This design comes from an exercise in tuning for small area on the open sky130 flow, not from production work.
In this exercise RTL edits were held to simulation tests only and were not proved equivalent to the original.
Power is estimated from default activity; no workload was simulated.

== job 101 ==
==> module lcd, before the edit <==
module lcd(clk, rst, trigger, started, ps, ds, fhp, shp, fhd, shd, bet,
           sf_e, e, rs, rw, d, c, b, a);
    parameter CW = 11;
    input clk, rst, trigger, started;
    input [4:0] ps, ds, fhp, shp, fhd, shd;
    input [7:0] bet;
    output sf_e;
    output reg e, rs, rw, d, c, b, a;
    reg [CW-1:0] count;
    reg [5:0] code;
    reg st;
    wire [6:0] idx = count[CW-1:CW-7];
    assign sf_e = started;
    wire refresh = started & (count[CW-8] ^ (count[CW-9:CW-11] == 3'd0));
    reg [7:0] sc;
    always @(*) begin
        case (idx)
            7'd17, 7'd19: sc = {3'b000, ps};
            7'd27, 7'd29: sc = {3'b000, ds};
            7'd37, 7'd39, 7'd41: sc = bet;
            7'd49, 7'd51: sc = {3'b000, fhp};
            7'd55, 7'd57: sc = {3'b000, shp};
            7'd65, 7'd67: sc = {3'b000, fhd};
            default:      sc = {3'b000, shd};
        endcase
    end
    wire [11:0] dg;
    bin2bcd_8b conv(.bin(sc), .bcd(dg));
    wire [1:0] tens = dg[5:4];
    wire [4:0] ones5 = {1'b0, dg[3:0]};
    reg [5:0] code_n;
    always @(*) begin
        case (idx)
            7'd0: code_n = 6'h03;
            7'd1: code_n = 6'h03;
            7'd2: code_n = 6'h03;
            7'd3: code_n = 6'h02;
            7'd4: code_n = 6'h02;
            7'd5: code_n = 6'h08;
            7'd6: code_n = 6'h00;
            7'd7: code_n = 6'h06;
            7'd8: code_n = 6'h00;
            7'd9: code_n = 6'h0C;
            7'd10: code_n = 6'h00;
            7'd11: code_n = 6'h01;
            7'd12: code_n = 6'h25;
            7'd13: code_n = 6'h20;
            7'd14: code_n = 6'h23;
            7'd15: code_n = 6'h2A;
            7'd16: code_n = 6'h23;
            7'd17: code_n = {4'h8, tens};
            7'd18: code_n = 6'h23;
            7'd19: code_n = {2'h2, ones5[3:0]};
            7'd20: code_n = 6'h22;
            7'd21: code_n = 6'h20;
            7'd22: code_n = 6'h24;
            7'd23: code_n = 6'h24;
            7'd24: code_n = 6'h23;
            7'd25: code_n = 6'h2A;
            7'd26: code_n = 6'h23;
            7'd27: code_n = {4'h8, tens};
            7'd28: code_n = 6'h23;
            7'd29: code_n = {2'h2, ones5[3:0]};
            7'd30: code_n = 6'h22;
            7'd31: code_n = 6'h20;
            7'd32: code_n = 6'h24;
            7'd33: code_n = 6'h22;
            7'd34: code_n = 6'h23;
            7'd35: code_n = 6'h2A;
            7'd36: code_n = 6'h23;
            7'd37: code_n = {2'h2, dg[11:8]};
            7'd38: code_n = 6'h23;
            7'd39: code_n = {2'h2, dg[7:4]};
            7'd40: code_n = 6'h23;
            7'd41: code_n = {2'h2, dg[3:0]};
            7'd42: code_n = 6'h0C;
            7'd43: code_n = 6'h00;
            7'd44: code_n = 6'h25;
            7'd45: code_n = 6'h20;
            7'd46: code_n = 6'h23;
            7'd47: code_n = 6'h2A;
            7'd48: code_n = 6'h23;
            7'd49: code_n = {4'h8, tens};
            7'd50: code_n = 6'h23;
            7'd51: code_n = {2'h2, ones5[3:0]};
            7'd52: code_n = 6'h22;
            7'd53: code_n = 6'h20;
            7'd54: code_n = 6'h23;
            7'd55: code_n = {4'h8, tens};
            7'd56: code_n = 6'h23;
            7'd57: code_n = {2'h2, ones5[3:0]};
            7'd58: code_n = 6'h22;
            7'd59: code_n = 6'h20;
            7'd60: code_n = 6'h24;
            7'd61: code_n = 6'h24;
            7'd62: code_n = 6'h23;
            7'd63: code_n = 6'h2A;
            7'd64: code_n = 6'h23;
            7'd65: code_n = {4'h8, tens};
            7'd66: code_n = 6'h23;
            7'd67: code_n = {2'h2, ones5[3:0]};
            7'd68: code_n = 6'h22;
            7'd69: code_n = 6'h20;
            7'd70: code_n = 6'h23;
            7'd71: code_n = {4'h8, tens};
            7'd72: code_n = 6'h23;
            7'd73: code_n = {2'h2, ones5[3:0]};
            default: code_n = 6'h10;
        endcase
    end
    always @(posedge clk or posedge rst) begin
        if (rst) begin
            count <= 0;
            code <= 0;
            st <= 0;
            {e, rs, rw, d, c, b, a} <= 0;
        end else if (!st) begin
            count <= count + 1'b1;
            code <= code_n;
            {e, rs, rw, d, c, b, a} <= {refresh, code};
            if (idx == 7'd127)
                st <= 1'b1;
        end else if (trigger)
            st <= 1'b0;
    end
endmodule
==> flow/config.mk <==
export PLATFORM = sky130hd
export DESIGN_NAME = blackjack
export DESIGN_NICKNAME = blackjack
export VERILOG_FILES = /design/flow/design.v
export SDC_FILE = /design/flow/constraint.sdc
export NUM_CORES = 4
export LEC_CHECK = 0
export ABC_AREA = 1
export CAP_MARGIN = 20
export CORE_MARGIN = 2
export CORE_UTILIZATION = 40
export CTS_BUF_LIST = sky130_fd_sc_hd__clkbuf_8
export HOLD_SLACK_MARGIN = 0
export SLEW_MARGIN = 20
==> flow/constraint.sdc <==
create_clock -name core_clock -period 10.0 [get_ports {clk}]
set_input_delay 2.0000 -clock core_clock [delete_from_list [all_inputs] [get_ports {clk}]]
set_output_delay 2.0000 -clock core_clock [all_outputs]
set_load 0.01 [all_outputs]
standard.sh (not shown) runs the stock make flow with config.mk's settings and CLKGATE_MAP_FILE= SYNTH_SCRIPT=/design/flow/synth_recipe.tcl, a recipe that flattens the netlist after the stock synthesis.
==> flow/flow/run.sh <==
#!/bin/bash
# Layout flow: the standard synthesis, then the combinational logic between
# the (unchanged) registers is re-optimised for area with ABC, then the standard flow's
# standard layout from floorplan to finish. Each tool writes its own log here.
set -uo pipefail
W=$(pwd)
R=$W/orfs/results/${FLOW_PLATFORM}/blackjack/base
LIB=$FLOW_HOME/platforms/${FLOW_PLATFORM}/lib/sky130_fd_sc_hd__tt_025C_1v80.lib

bash standard.sh synth > $W/log_1_std_synth.txt 2>&1 || exit 1
cp $R/1_2_yosys.v $W/std_netlist.v

# don't-use cells of the platform
python3 - "$FLOW_HOME/platforms/${FLOW_PLATFORM}/config.mk" > $W/dont_use.txt <<'PY'
import re, sys
txt = open(sys.argv[1]).read().replace("\\\n", " ")
cells = set()
for m in re.finditer(r"DONT_USE_CELLS\s*\+?=([^\n]*)", txt):
    cells.update(re.findall(r"sky130_fd_sc_hd__\w+", m.group(1)))
print(" ".join(f"-dont_use {c}" for c in sorted(cells)))
PY
DU=$(cat $W/dont_use.txt)

best=""
bestarea=""
for s in $W/flow/abc_*.script; do
  n=$(basename $s .script)
  cat > $W/resynth_$n.ys <<EOS
read_liberty -ignore_miss_func $LIB
blackbox sky130_fd_sc_hd__df*
read_verilog $W/std_netlist.v
hierarchy -top $FLOW_TOP
flatten
opt_clean -purge
abc -script $s -liberty $LIB $DU
opt_clean -purge
hilomap -singleton -hicell sky130_fd_sc_hd__conb_1 HI -locell sky130_fd_sc_hd__conb_1 LO
opt_clean -purge
tee -o $W/stat_$n.txt stat -liberty $LIB
write_verilog -noattr -nohex -nodec $W/netlist_$n.v
EOS
  ( timeout 1200 yosys -s $W/resynth_$n.ys > $W/log_2_resynth_$n.txt 2>&1 ) &
  # at most NUM_CORES at once
  while (( $(jobs -rp | wc -l) >= ${NUM_CORES:-4} )); do sleep 1; done
done
wait
for s in $W/flow/abc_*.script; do
  n=$(basename $s .script)
  a=$(grep -o "Chip area for module.*: [0-9.]*" $W/stat_$n.txt 2>/dev/null | awk '{print $NF}')
  [[ -z "$a" || ! -s $W/netlist_$n.v ]] && continue
  # the registers must be the standard synthesis's, by name and cell type
  grep -o "sky130_fd_sc_hd__df[a-z0-9_]* [^ ]*" $W/std_netlist.v | sort > $W/regs_std.txt
  grep -o "sky130_fd_sc_hd__df[a-z0-9_]* [^ ]*" $W/netlist_$n.v | sort > $W/regs_$n.txt
  cmp -s $W/regs_std.txt $W/regs_$n.txt || continue
  if [[ -z "$best" ]] || python3 -c "import sys; sys.exit(0 if $a < $bestarea else 1)"; then
    best=$n; bestarea=$a
  fi
done
echo "chosen: ${best:-standard} ${bestarea}" > $W/log_2_resynth_choice.txt
if [[ -n "$best" ]]; then
  cp $W/netlist_$best.v $R/1_2_yosys.v
  touch $R/1_2_yosys.v
fi

# extra make settings for the layout, one per line
ARGS=()
if [[ -f $W/flow/layout_args.txt ]]; then
  while IFS= read -r line; do [[ -n "$line" ]] && ARGS+=("$line"); done < $W/flow/layout_args.txt
fi
bash standard.sh "${ARGS[@]}" finish > $W/log_3_std_layout.txt 2>&1 || exit 1
Other scripts of this flow, unchanged in this note and not shown: flow/flow/abc_s1.script, flow/flow/abc_s2.script, flow/flow/abc_s3.script, flow/flow/abc_s4.script, flow/flow/abc_s5.script, flow/flow/abc_s6.script, flow/flow/abc_s7.script, flow/flow/abc_s8.script, flow/flow/layout_args.txt
No stage failed in job 101, and the final checks on the layout all came back clean.
The following lists how job 102 was set up differently from job 101:
diff --git a/flow/design.v b/flow/design.v
--- a/flow/design.v
+++ b/flow/design.v
@@ -146,13 +146,14 @@
             7'd17, 7'd19: sc = {3'b000, ps};
             7'd27, 7'd29: sc = {3'b000, ds};
             7'd37, 7'd39, 7'd41: sc = bet;
             7'd49, 7'd51: sc = {3'b000, fhp};
             7'd55, 7'd57: sc = {3'b000, shp};
             7'd65, 7'd67: sc = {3'b000, fhd};
-            default:      sc = {3'b000, shd};
+            7'd71, 7'd73: sc = {3'b000, shd};
+            default:      sc = 8'bx;    
         endcase
     end
     wire [11:0] dg;
     bin2bcd_8b conv(.bin(sc), .bcd(dg));
     wire [1:0] tens = dg[5:4];
     wire [4:0] ones5 = {1'b0, dg[3:0]};
--- outcome ---
Where routed wire length is concerned, job 101 is better than job 102. Comparing job 101 against job 102, there is no change at all in count of buffering cells on the critical path with inverters included. Delta (job 102 minus job 101): data arrival time of the critical path saw a decrease, via count saw an increase. Job 102 against job 101: die extent in y neither gained nor lost much; time the worst path needs with I/O delays and setup lost 530 ps; mean cell area of the mapped netlist lost 2.1%. [job 102] area after synthesis rose 0.51% relative to job 101. In job 102 the power share of the combinational group turned out 0.3 points lower than in job 101. Comparing job 102 and job 101, the lower synthesized cell count is on job 101. Summary of the comparison: total routed wire length on the met1 layer is higher in job 102, relative to job 101. Job 102 gives less sequential share of layout area than job 101 did. Of the two candidates, job 101 has the better hold slack and job 102 the worse one.

-- what the ideal ports hide --
The results above use ideal ports. As a check the final layouts listed here were re-extracted and re-timed, cells and wires unchanged.
Step 1 sets driving cells, clkbuf_16 on the clock port and buf_2 on the other inputs (assumed; they add their load-dependent delay and slew).
Step 2 adds t to the input delays and takes it off the output delays; t is the mean of the earliest and latest rising clock arrival at the registers after step 1. Input paths then give back, and output paths get back, about the clock's delay inside the block.
a / b / c = no drivers / after step 1 / after step 2; a / b = the first two.
run | t, ns | setup WS [ns] | worst setup path after step 2 | clock arrival spread, ns
job 101 | 0.420 | 3.856 / 3.856 / 3.856 | register to register | 0.042 / 0.042
job 102 | 0.423 | 4.386 / 4.348 / 4.392 | register to register | 0.041 / 0.041
After both steps setup and hold are still met in every run listed.
